Context: an optimization exercise on an open-source flow, tuned for small area, a short achievable clock period and few clock cycles per item. The choices shown serve that exercise and are no tape-out recipe. RTL that was checked went through simulation tests only; none was proved equivalent to the original. No activity file was given, so power comes from the tool's default toggle rates.

## mac
module mac (
    input  wire        clk,
    input  wire        rst,
    input  wire [31:0] x,
    input  wire [31:0] y,
    input  wire        start,
    output wire [31:0] z,
    output wire        busy
  );
  wire pp1 = ~(x[0] & y[0]);
  wire pp2 = ~(x[0] & y[1]);
  wire pp3 = ~(x[0] & y[2]);
  wire pp4 = ~(x[0] & y[3]);
  wire pp5 = ~(x[0] & y[4]);
  wire pp6 = ~(x[0] & y[5]);
  wire pp7 = ~(x[0] & y[6]);
  wire pp8 = x[0] & y[7];
  wire pp9 = ~(x[1] & y[0]);
  wire pp10 = ~(x[1] & y[1]);
  wire pp11 = ~(x[1] & y[2]);
  wire pp12 = ~(x[1] & y[3]);
  wire pp13 = ~(x[1] & y[4]);
  wire pp14 = ~(x[1] & y[5]);
  wire pp15 = ~(x[1] & y[6]);
  wire pp16 = x[1] & y[7];
  wire pp17 = ~(x[2] & y[0]);
  wire pp18 = ~(x[2] & y[1]);
  wire pp19 = ~(x[2] & y[2]);
  wire pp20 = ~(x[2] & y[3]);
  wire pp21 = ~(x[2] & y[4]);
  wire pp22 = ~(x[2] & y[5]);
  wire pp23 = ~(x[2] & y[6]);
  wire pp24 = x[2] & y[7];
  wire pp25 = ~(x[3] & y[0]);
  wire pp26 = ~(x[3] & y[1]);
  wire pp27 = ~(x[3] & y[2]);
  wire pp28 = ~(x[3] & y[3]);
  wire pp29 = ~(x[3] & y[4]);
  wire pp30 = ~(x[3] & y[5]);
  wire pp31 = ~(x[3] & y[6]);
  wire pp32 = x[3] & y[7];
  wire pp33 = ~(x[4] & y[0]);
  wire pp34 = ~(x[4] & y[1]);
  wire pp35 = ~(x[4] & y[2]);
  wire pp36 = ~(x[4] & y[3]);
  wire pp37 = ~(x[4] & y[4]);
  wire pp38 = ~(x[4] & y[5]);
  wire pp39 = ~(x[4] & y[6]);
  wire pp40 = x[4] & y[7];
  wire pp41 = ~(x[5] & y[0]);
  wire pp42 = ~(x[5] & y[1]);
  wire pp43 = ~(x[5] & y[2]);
  wire pp44 = ~(x[5] & y[3]);
  wire pp45 = ~(x[5] & y[4]);
  wire pp46 = ~(x[5] & y[5]);
  wire pp47 = ~(x[5] & y[6]);
  wire pp48 = x[5] & y[7];
  wire pp49 = ~(x[6] & y[0]);
  wire pp50 = ~(x[6] & y[1]);
  wire pp51 = ~(x[6] & y[2]);
  wire pp52 = ~(x[6] & y[3]);
  wire pp53 = ~(x[6] & y[4]);
  wire pp54 = ~(x[6] & y[5]);
  wire pp55 = ~(x[6] & y[6]);
  wire pp56 = x[6] & y[7];
  wire pp57 = x[7] & y[0];
  wire pp58 = x[7] & y[1];
  wire pp59 = x[7] & y[2];
  wire pp60 = x[7] & y[3];
  wire pp61 = x[7] & y[4];
  wire pp62 = x[7] & y[5];
  wire pp63 = x[7] & y[6];
  wire pp64 = ~(x[7] & y[7]);
  wire pp65 = ~(x[8] & y[8]);
  wire pp66 = ~(x[8] & y[9]);
  ...
For scale: ~630 cells after synthesis, ~38 flip-flops, roughly 0.0077 mm² of cells after synthesis.
==> flow/config.mk <==
export PLATFORM = sky130hd
export DESIGN_NAME = mac
export DESIGN_NICKNAME = mac
export VERILOG_FILES = /design/flow/design.v
export SDC_FILE = /design/flow/constraint.sdc
export NUM_CORES = 4
export LEC_CHECK = 0
export CAP_MARGIN = 20
export CORE_MARGIN = 2
export CORE_UTILIZATION = 40
export GPL_ROUTABILITY_DRIVEN = 0
export SETUP_SLACK_MARGIN = 2.3
export SLEW_MARGIN = 20
export SYNTH_HIERARCHICAL = 1
export SYNTH_MINIMUM_KEEP_SIZE = 0
==> flow/constraint.sdc <==
create_clock -name core_clock -period 7.0 [get_ports {clk}]
set_input_delay 1.4000 -clock core_clock [delete_from_list [all_inputs] [get_ports {clk}]]
set_output_delay 1.4000 -clock core_clock [all_outputs]
set_load 0.01 [all_outputs]
standard.sh (not shown) runs the stock make flow with config.mk's settings and CLKGATE_MAP_FILE= SYNTH_SCRIPT=/design/flow/synth_recipe.tcl, a recipe that flattens the netlist after the stock synthesis.
==> flow/flow/run.sh <==
#!/bin/bash
# The standard layout (standard.sh), with port buffers of the given cell instead
# of the one buffer_ports picks by default.  make's output goes to standard.log;
# ORFS keeps each step's log under orfs/logs.
set -euo pipefail
export BUFFER_PORTS_ARGS="-buffer_cell sky130_fd_sc_hd__buf_2"
bash standard.sh > standard.log 2>&1
Testbench counts at the start, summed over its fixed seeds: cycles 512, items 512.
Edit:
--- a/flow/flow/run.sh
+++ b/flow/flow/run.sh
@@ -4,4 +4,4 @@
 # ORFS keeps each step's log under orfs/logs.
 set -euo pipefail
-export BUFFER_PORTS_ARGS="-buffer_cell sky130_fd_sc_hd__buf_2"
+export BUFFER_PORTS_ARGS="-buffer_cell sky130_fd_sc_hd__buf_1"
 bash standard.sh > standard.log 2>&1
--- a/flow/config.mk
+++ b/flow/config.mk
@@ -9,6 +9,5 @@
 export CORE_MARGIN = 2
 export CORE_UTILIZATION = 40
-export GPL_ROUTABILITY_DRIVEN = 0
-export SETUP_SLACK_MARGIN = 2.3
+export SETUP_SLACK_MARGIN = 2.4
 export SLEW_MARGIN = 20
 export SYNTH_HIERARCHICAL = 1
Result: Worst hold slack stays flat. Non-clock buffer count does not change. Global-route usage shrinks by 0.10 points. Total power grows by 1.5%.
Edit:
--- a/flow/flow/run.sh
+++ b/flow/flow/run.sh
@@ -4,4 +4,4 @@
 # ORFS keeps each step's log under orfs/logs.
 set -euo pipefail
-export BUFFER_PORTS_ARGS="-buffer_cell sky130_fd_sc_hd__buf_1"
+export BUFFER_PORTS_ARGS="-buffer_cell sky130_fd_sc_hd__buf_2"
 bash standard.sh > standard.log 2>&1
--- a/flow/config.mk
+++ b/flow/config.mk
@@ -9,5 +9,6 @@
 export CORE_MARGIN = 2
 export CORE_UTILIZATION = 40
-export SETUP_SLACK_MARGIN = 2.4
+export CTS_BUF_LIST = sky130_fd_sc_hd__clkbuf_8
+export SETUP_SLACK_MARGIN = 2.3
 export SLEW_MARGIN = 20
 export SYNTH_HIERARCHICAL = 1
Cell count is about the same.
Die area stays the same.
Sequential cell count is unchanged.
Wire length is lower by 0.35%.
Global-route usage is about the same.
Clock-buffer cell count does not change.
Edit:
--- a/flow/config.mk
+++ b/flow/config.mk
@@ -9,6 +9,5 @@
 export CORE_MARGIN = 2
 export CORE_UTILIZATION = 40
-export CTS_BUF_LIST = sky130_fd_sc_hd__clkbuf_8
-export SETUP_SLACK_MARGIN = 2.3
+export SETUP_SLACK_MARGIN = 2.45
 export SLEW_MARGIN = 20
 export SYNTH_HIERARCHICAL = 1
Setup slack gets better by 0.11 ns.
Power rose by 12%.
Design area rose by about 6%.
Routed wire length rose by 0.57%.

Setup of north:
mac, a different RTL version from the one above (not shown whole).
Size in the first run: roughly 100 I/O pins.
Design mac, start of the top module:
module mac (
    input  wire        clk,
    input  wire        rst,
    input  wire [31:0] x,
    input  wire [31:0] y,
    input  wire        start,
    output wire [31:0] z,
    output wire        busy
  );
clock: 7.0 ns
lec_check: 0
cap_margin: 20
core_margin: 2
core_utilization: 40
slew_margin: 20
synth_hierarchical: 1
synth_minimum_keep_size: 0
==> flow/flow/run.sh <==
#!/bin/bash
# The standard layout (standard.sh), with port buffers of the given cell instead
# of the one buffer_ports picks by default.  make's output goes to standard.log;
# ORFS keeps each step's log under orfs/logs.
set -euo pipefail
export BUFFER_PORTS_ARGS="-buffer_cell sky130_fd_sc_hd__buf_2"
bash standard.sh > standard.log 2>&1
Looking at the reports, north completed the entire flow and the layout it produced met the timing, design-rule and antenna checks.
Testbench counts of north, summed over its fixed seeds: cycles 512, items 512.
Setup changes, north to south
# north
export LEC_CHECK = 0
export CAP_MARGIN = 20
export CORE_MARGIN = 2
export CORE_UTILIZATION = 40
export SLEW_MARGIN = 20
export SYNTH_HIERARCHICAL = 1
export SYNTH_MINIMUM_KEEP_SIZE = 0
create_clock -name core_clock -period 7.0 [get_ports {clk}]
# south
export LEC_CHECK = 0
export CAP_MARGIN = 20
export CORE_MARGIN = 2
export CORE_UTILIZATION = 75
export SETUP_SLACK_MARGIN = 2.35
export SLEW_MARGIN = 20
export SYNTH_HIERARCHICAL = 1
export SYNTH_MINIMUM_KEEP_SIZE = 0
create_clock -name core_clock -period 7.0 [get_ports {clk}]
### Flow results
south: worst slack on hold paths is 48 ps lower than what north reported.
north → south: delay of the slowest critical-path stage barely changed; smallest setup slack after layout higher; sequential power increased about 3%; core utilization grew by 40 points.
Cell area on south is ahead of north.
Comparing the two runs side by side, south comes out behind north on total power.

Setup of run A:
mac, a different RTL version from the one above (not shown whole).
For scale: ~680 cells after synthesis, ~38 flip-flops, roughly 7900 um^2 of cells after synthesis.
==> flow/design.v (excerpt) <==
module mac (
    input  wire        clk,
    input  wire        rst,
    input  wire [31:0] x,
    input  wire [31:0] y,
    input  wire        start,
    output wire [31:0] z,
    output wire        busy
  );
  wire pp1 = ~(x[0] & y[0]);
  wire pp2 = ~(x[0] & y[1]);
  wire pp3 = ~(x[0] & y[2]);
  wire pp4 = ~(x[0] & y[3]);
  wire pp5 = ~(x[0] & y[4]);
  wire pp6 = ~(x[0] & y[5]);
  wire pp7 = ~(x[0] & y[6]);
  wire pp8 = x[0] & y[7];
  wire pp9 = ~(x[1] & y[0]);
  wire pp10 = ~(x[1] & y[1]);
  wire pp11 = ~(x[1] & y[2]);
  wire pp12 = ~(x[1] & y[3]);
  wire pp13 = ~(x[1] & y[4]);
  wire pp14 = ~(x[1] & y[5]);
  wire pp15 = ~(x[1] & y[6]);
  wire pp16 = x[1] & y[7];
  wire pp17 = ~(x[2] & y[0]);
  wire pp18 = ~(x[2] & y[1]);
  wire pp19 = ~(x[2] & y[2]);
  wire pp20 = ~(x[2] & y[3]);
  wire pp21 = ~(x[2] & y[4]);
  wire pp22 = ~(x[2] & y[5]);
  wire pp23 = ~(x[2] & y[6]);
  wire pp24 = x[2] & y[7];
  wire pp25 = ~(x[3] & y[0]);
  wire pp26 = ~(x[3] & y[1]);
  wire pp27 = ~(x[3] & y[2]);
  wire pp28 = ~(x[3] & y[3]);
  wire pp29 = ~(x[3] & y[4]);
  wire pp30 = ~(x[3] & y[5]);
  wire pp31 = ~(x[3] & y[6]);
  wire pp32 = x[3] & y[7];
  wire pp33 = ~(x[4] & y[0]);
  wire pp34 = ~(x[4] & y[1]);
  wire pp35 = ~(x[4] & y[2]);
  wire pp36 = ~(x[4] & y[3]);
  wire pp37 = ~(x[4] & y[4]);
  wire pp38 = ~(x[4] & y[5]);
  wire pp39 = ~(x[4] & y[6]);
  wire pp40 = x[4] & y[7];
  wire pp41 = ~(x[5] & y[0]);
  wire pp42 = ~(x[5] & y[1]);
  wire pp43 = ~(x[5] & y[2]);
  wire pp44 = ~(x[5] & y[3]);
  wire pp45 = ~(x[5] & y[4]);
  wire pp46 = ~(x[5] & y[5]);
  wire pp47 = ~(x[5] & y[6]);
  wire pp48 = x[5] & y[7];
  wire pp49 = ~(x[6] & y[0]);
  wire pp50 = ~(x[6] & y[1]);
  wire pp51 = ~(x[6] & y[2]);
  wire pp52 = ~(x[6] & y[3]);
  wire pp53 = ~(x[6] & y[4]);
  wire pp54 = ~(x[6] & y[5]);
  ...
export LEC_CHECK = 0
export CAP_MARGIN = 20
export CORE_MARGIN = 2
export CORE_UTILIZATION = 40
export SLEW_MARGIN = 20
export SYNTH_HIERARCHICAL = 1
export SYNTH_MINIMUM_KEEP_SIZE = 0
create_clock -name core_clock -period 7.0 [get_ports {clk}]
Scripts as last shown in full above: flow/flow/run.sh
Testbench counts of run A, summed over its fixed seeds: cycles 512, items 512.
Edits applied to the flow inputs when going from run A to run B:
- SETUP_SLACK_MARGIN: unset -> 2.6
Results
Final RePlAce weighted congestion (run B over run A): decrease, 0.0073
Run A has lower non-clock buffer contribution to total cell area than run B.
Diff run A -> run B: post-route minimum period shrank by 0.25 ns; cell count higher.
Delta (run B minus run A): via-per-instance ratio went down; largest vdd supply drop went down.
Compared with run A, in run B share of final-layout standard cells stronger than drive strength 1 went up; critical path's largest stage delay level.
Relative to run B, the following input files were edited for run C:
- SETUP_SLACK_MARGIN changed from 2.6 to 2.35
Notes after the runs:
Relative to run B, the post-route standard cell area excluding fillers measured on run C has decreased by a little under 10%. Run B → run C: clock power now larger; final worst-path setup slack shrank by 0.090 ns; starting DRC count in detailed routing up 133. Higher total iterations of the first detailed-routing run goes to run C over run B. Of run B and run C, the run reporting the higher clock network fraction of total power was run C. Diff run B -> run C | number of nets in the finished design | down slightly. Worst hold slack essentially unchanged between run C and run B. Per the comparison of run C with run B, core utilization now smaller, non-clock buffer contribution to total cell area lost 3.5 points.
Changes in run D relative to run C:
- changing SETUP_SLACK_MARGIN from 2.35 to 2.45
Findings:
Delta(wire length, run D - run C) > 0. Changes observed in run D relative to run C: post-DP HPWL lost 0.48%, compound-cell area share of the yosys netlist neither gained nor lost much. Lower power was reported by run C, not run D. Fmax ends up higher on run D. Comparing the two runs side by side, run D comes out behind run C on worst slew margin relative to its limit.

mac, a different RTL version from the one above (not shown whole).
For scale: roughly 660 cells after synthesis, ~48 flip-flops, about 100 I/O pins, roughly 8000 um^2 of cells after synthesis.
clock: 7.0 ns
lec_check: 0
cap_margin: 20
core_margin: 2
core_utilization: 40
setup_slack_margin: 2.6
slew_margin: 20
synth_hierarchical: 1
synth_minimum_keep_size: 0
Scripts as last shown in full above: flow/flow/run.sh
Next try:
--- a/flow/config.mk
+++ b/flow/config.mk
@@ -9,5 +9,4 @@
 export CORE_MARGIN = 2
 export CORE_UTILIZATION = 40
-export SETUP_SLACK_MARGIN = 2.6
 export SLEW_MARGIN = 20
 export SYNTH_HIERARCHICAL = 1
Outcome:
- flip-flop and latch count does not change
- power is lower by 13%
- worst setup slack degrades by 0.17 ns
- design area is lower by about 1.5%
- hold slack stays flat
- first-iteration DRC count is higher by 28%
- cell count hardly moves
Next try:
--- a/flow/config.mk
+++ b/flow/config.mk
@@ -9,4 +9,5 @@
 export CORE_MARGIN = 2
 export CORE_UTILIZATION = 40
+export SETUP_SLACK_MARGIN = 2.75
 export SLEW_MARGIN = 20
 export SYNTH_HIERARCHICAL = 1
After rerunning: The changed run completed without violations. Routed wire length rises by about 5%. Sequential share of layout area fell by 0.48 points. Power is higher by about 18%. Synthesized cell count does not change. Final cell count climbs by 0.60%. Synthesized area is unchanged.
No functional check of the RTL was part of any run of this note.

the previous run:
RTL: one of the versions met above, not the one the previous note started from.
For scale: ~630 cells after synthesis, roughly 38 flip-flops, roughly 100 I/O pins, about 7700 um2 of cells after synthesis.
export LEC_CHECK = 0
export CAP_MARGIN = 20
export CORE_MARGIN = 2
export CORE_UTILIZATION = 60
export SETUP_SLACK_MARGIN = 2.35
export SLEW_MARGIN = 20
export SYNTH_HIERARCHICAL = 1
export SYNTH_MINIMUM_KEEP_SIZE = 0
create_clock -name core_clock -period 7.0 [get_ports {clk}]
Scripts as last shown in full above: flow/flow/run.sh
The previous run went all the way through the flow, and no timing, DRC or antenna check failed.
Testbench counts of the previous run, summed over its fixed seeds: cycles 512, items 512.
Here is what was changed in the inputs of the current run compared with the previous run.
Settings: CORE_UTILIZATION: 60 -> 40; SETUP_SLACK_MARGIN: 2.35 -> 2.5.
Final cell utilization of the core ends up higher on the previous run.
Reported clock group power: the previous run vs the current run — no meaningful difference
On post-layout worst setup margin, the current run does better than the previous run.
Number of synthesized flops with an enable pin: the current run vs the previous run identical
The current run ended up with y[29] as its startpoint of the worst setup timing path; the previous run ended up with x[2].
Changes observed in the current run relative to the previous run: post-DP HPWL climbed 790 um, power density over the cells climbed 2.2%, post-route total power climbed about 10%.

mac again, from the RTL that the note above started with.
## mac
module mac (
    input  wire        clk,
    input  wire        rst,
    input  wire [31:0] x,
    input  wire [31:0] y,
    input  wire        start,
    output wire [31:0] z,
    output wire        busy
  );
  wire pp1 = ~(x[0] & y[0]);
  wire pp2 = ~(x[0] & y[1]);
  wire pp3 = ~(x[0] & y[2]);
  wire pp4 = ~(x[0] & y[3]);
  wire pp5 = ~(x[0] & y[4]);
  wire pp6 = ~(x[0] & y[5]);
  wire pp7 = ~(x[0] & y[6]);
  wire pp8 = x[0] & y[7];
  wire pp9 = ~(x[1] & y[0]);
  wire pp10 = ~(x[1] & y[1]);
  wire pp11 = ~(x[1] & y[2]);
  wire pp12 = ~(x[1] & y[3]);
  wire pp13 = ~(x[1] & y[4]);
  wire pp14 = ~(x[1] & y[5]);
  wire pp15 = ~(x[1] & y[6]);
  wire pp16 = x[1] & y[7];
  wire pp17 = ~(x[2] & y[0]);
  wire pp18 = ~(x[2] & y[1]);
  wire pp19 = ~(x[2] & y[2]);
  wire pp20 = ~(x[2] & y[3]);
  wire pp21 = ~(x[2] & y[4]);
  wire pp22 = ~(x[2] & y[5]);
  wire pp23 = ~(x[2] & y[6]);
  wire pp24 = x[2] & y[7];
  wire pp25 = ~(x[3] & y[0]);
  wire pp26 = ~(x[3] & y[1]);
  wire pp27 = ~(x[3] & y[2]);
  wire pp28 = ~(x[3] & y[3]);
  wire pp29 = ~(x[3] & y[4]);
  wire pp30 = ~(x[3] & y[5]);
  wire pp31 = ~(x[3] & y[6]);
  wire pp32 = x[3] & y[7];
  wire pp33 = ~(x[4] & y[0]);
  wire pp34 = ~(x[4] & y[1]);
  wire pp35 = ~(x[4] & y[2]);
  wire pp36 = ~(x[4] & y[3]);
  wire pp37 = ~(x[4] & y[4]);
  wire pp38 = ~(x[4] & y[5]);
  wire pp39 = ~(x[4] & y[6]);
  wire pp40 = x[4] & y[7];
  wire pp41 = ~(x[5] & y[0]);
  wire pp42 = ~(x[5] & y[1]);
  wire pp43 = ~(x[5] & y[2]);
  wire pp44 = ~(x[5] & y[3]);
  wire pp45 = ~(x[5] & y[4]);
  wire pp46 = ~(x[5] & y[5]);
  wire pp47 = ~(x[5] & y[6]);
  wire pp48 = x[5] & y[7];
  wire pp49 = ~(x[6] & y[0]);
  wire pp50 = ~(x[6] & y[1]);
  wire pp51 = ~(x[6] & y[2]);
  wire pp52 = ~(x[6] & y[3]);
  wire pp53 = ~(x[6] & y[4]);
  wire pp54 = ~(x[6] & y[5]);
  wire pp55 = ~(x[6] & y[6]);
  wire pp56 = x[6] & y[7];
  wire pp57 = x[7] & y[0];
  wire pp58 = x[7] & y[1];
  wire pp59 = x[7] & y[2];
  wire pp60 = x[7] & y[3];
  wire pp61 = x[7] & y[4];
  wire pp62 = x[7] & y[5];
  wire pp63 = x[7] & y[6];
  wire pp64 = ~(x[7] & y[7]);
  wire pp65 = ~(x[8] & y[8]);
  wire pp66 = ~(x[8] & y[9]);
  ...
export LEC_CHECK = 0
export CAP_MARGIN = 20
export CORE_MARGIN = 2
export CORE_UTILIZATION = 40
export PLACE_DENSITY = 0.95
export SETUP_SLACK_MARGIN = 2.35
export SLEW_MARGIN = 20
export SYNTH_HIERARCHICAL = 1
export SYNTH_MINIMUM_KEEP_SIZE = 0
create_clock -name core_clock -period 7.0 [get_ports {clk}]
Scripts as last shown in full above: flow/flow/run.sh
Testbench counts at the start, summed over its fixed seeds: cycles 512, items 512.
Change:
--- a/flow/flow/run.sh
+++ b/flow/flow/run.sh
@@ -4,4 +4,4 @@
 # ORFS keeps each step's log under orfs/logs.
 set -euo pipefail
-export BUFFER_PORTS_ARGS="-buffer_cell sky130_fd_sc_hd__buf_2"
+export BUFFER_PORTS_ARGS="-buffer_cell sky130_fd_sc_hd__buf_1"
 bash standard.sh > standard.log 2>&1
- PLACE_DENSITY: 0.95 -> unset
Cell count is about the same.
Non-clock buffer count does not change.
Worst hold slack gains 22 ps.
Setup slack is better by 30 ps.
Final area shrinks by about 0.45%.
Synthesized area does not change.
Change:
--- a/flow/flow/run.sh
+++ b/flow/flow/run.sh
@@ -4,4 +4,4 @@
 # ORFS keeps each step's log under orfs/logs.
 set -euo pipefail
-export BUFFER_PORTS_ARGS="-buffer_cell sky130_fd_sc_hd__buf_1"
+export BUFFER_PORTS_ARGS="-buffer_cell sky130_fd_sc_hd__buf_2"
 bash standard.sh > standard.log 2>&1
- PLACE_DENSITY: unset -> 0.85
Outcome:
- The changed run completed with no timing, DRC or antenna violations
- combinational power goes up by about 3%
- die area does not change
- worst setup slack is better by 6.8 ps
- synthesized area stays the same
- non-clock buffer count does not change
- design area goes up by 0.82%
- total power goes up by about 4.3%
- utilization goes up by 0.37 points
- clock-buffer cell count goes down by 1
- worst hold slack is better by 6.3 ps

re-timing with driven ports:
The flow's constraints put no driver on any port. The routed layouts listed below were extracted and timed again, unchanged, in two steps. Step 1, drivers: a clkbuf_16 drives clk and a buf_2 each remaining input, both assumed. Step 2 also shifts input and output timing later by t, the mid clock arrival at the registers, as if the neighbouring blocks saw the same clock. Slacks: ideal / step 1 / step 2; pairs: ideal / step 1.
run | t, ns | setup slack, ns | worst setup path after step 2 | pins driven straight from the clock port
the first run of note 1 | 0.334 | 2.350 / 2.357 / 2.024 | input to register | 1
the second run of note 1 | 0.336 | 2.456 / 2.465 / 2.129 | input to register | 1
the third run of note 1 | 0.346 | 2.394 / 2.387 / 2.041 | input to register | 1
the fourth run of note 1 | 0.331 | 2.505 / 2.508 / 2.177 | input to register | 1
north | 0.324 | 2.304 / 2.316 / 1.992 | input to register | 1
south | 0.321 | 2.325 / 2.334 / 2.013 | input to register | 1
run A | 0.334 | 2.270 / 2.228 / 1.986 | input to register | 1
run B | 0.311 | 2.516 / 2.509 / 2.198 | input to register | 1
run C | 0.331 | 2.426 / 2.426 / 2.096 | input to register | 1
run D | 0.331 | 2.496 / 2.493 / 2.163 | input to register | 1
the first run of note 4 | 0.319 | 2.261 / 2.223 / 2.457 | input to register | 1
the second run of note 4 | 0.313 | 2.092 / 2.057 / 2.370 | register to output | 1
the third run of note 4 | 0.323 | 2.220 / 2.181 / 2.465 | input to register | 1
the previous run | 0.323 | 2.349 / 2.368 / 2.045 | input to register | 1
the current run | 0.329 | 2.496 / 2.479 / 2.150 | input to register | 1
the first run of note 6 | 0.318 | 2.358 / 2.357 / 2.040 | input to register | 1
the second run of note 6 | 0.322 | 2.387 / 2.405 / 2.083 | input to register | 1
the third run of note 6 | 0.323 | 2.394 / 2.413 / 2.090 | input to register | 1
After both steps every run listed still meets setup and hold. For the third run of note 1, which loses most, drivers alone change the setup slack by -0.007 ns; drivers and shift together by -0.353 ns.
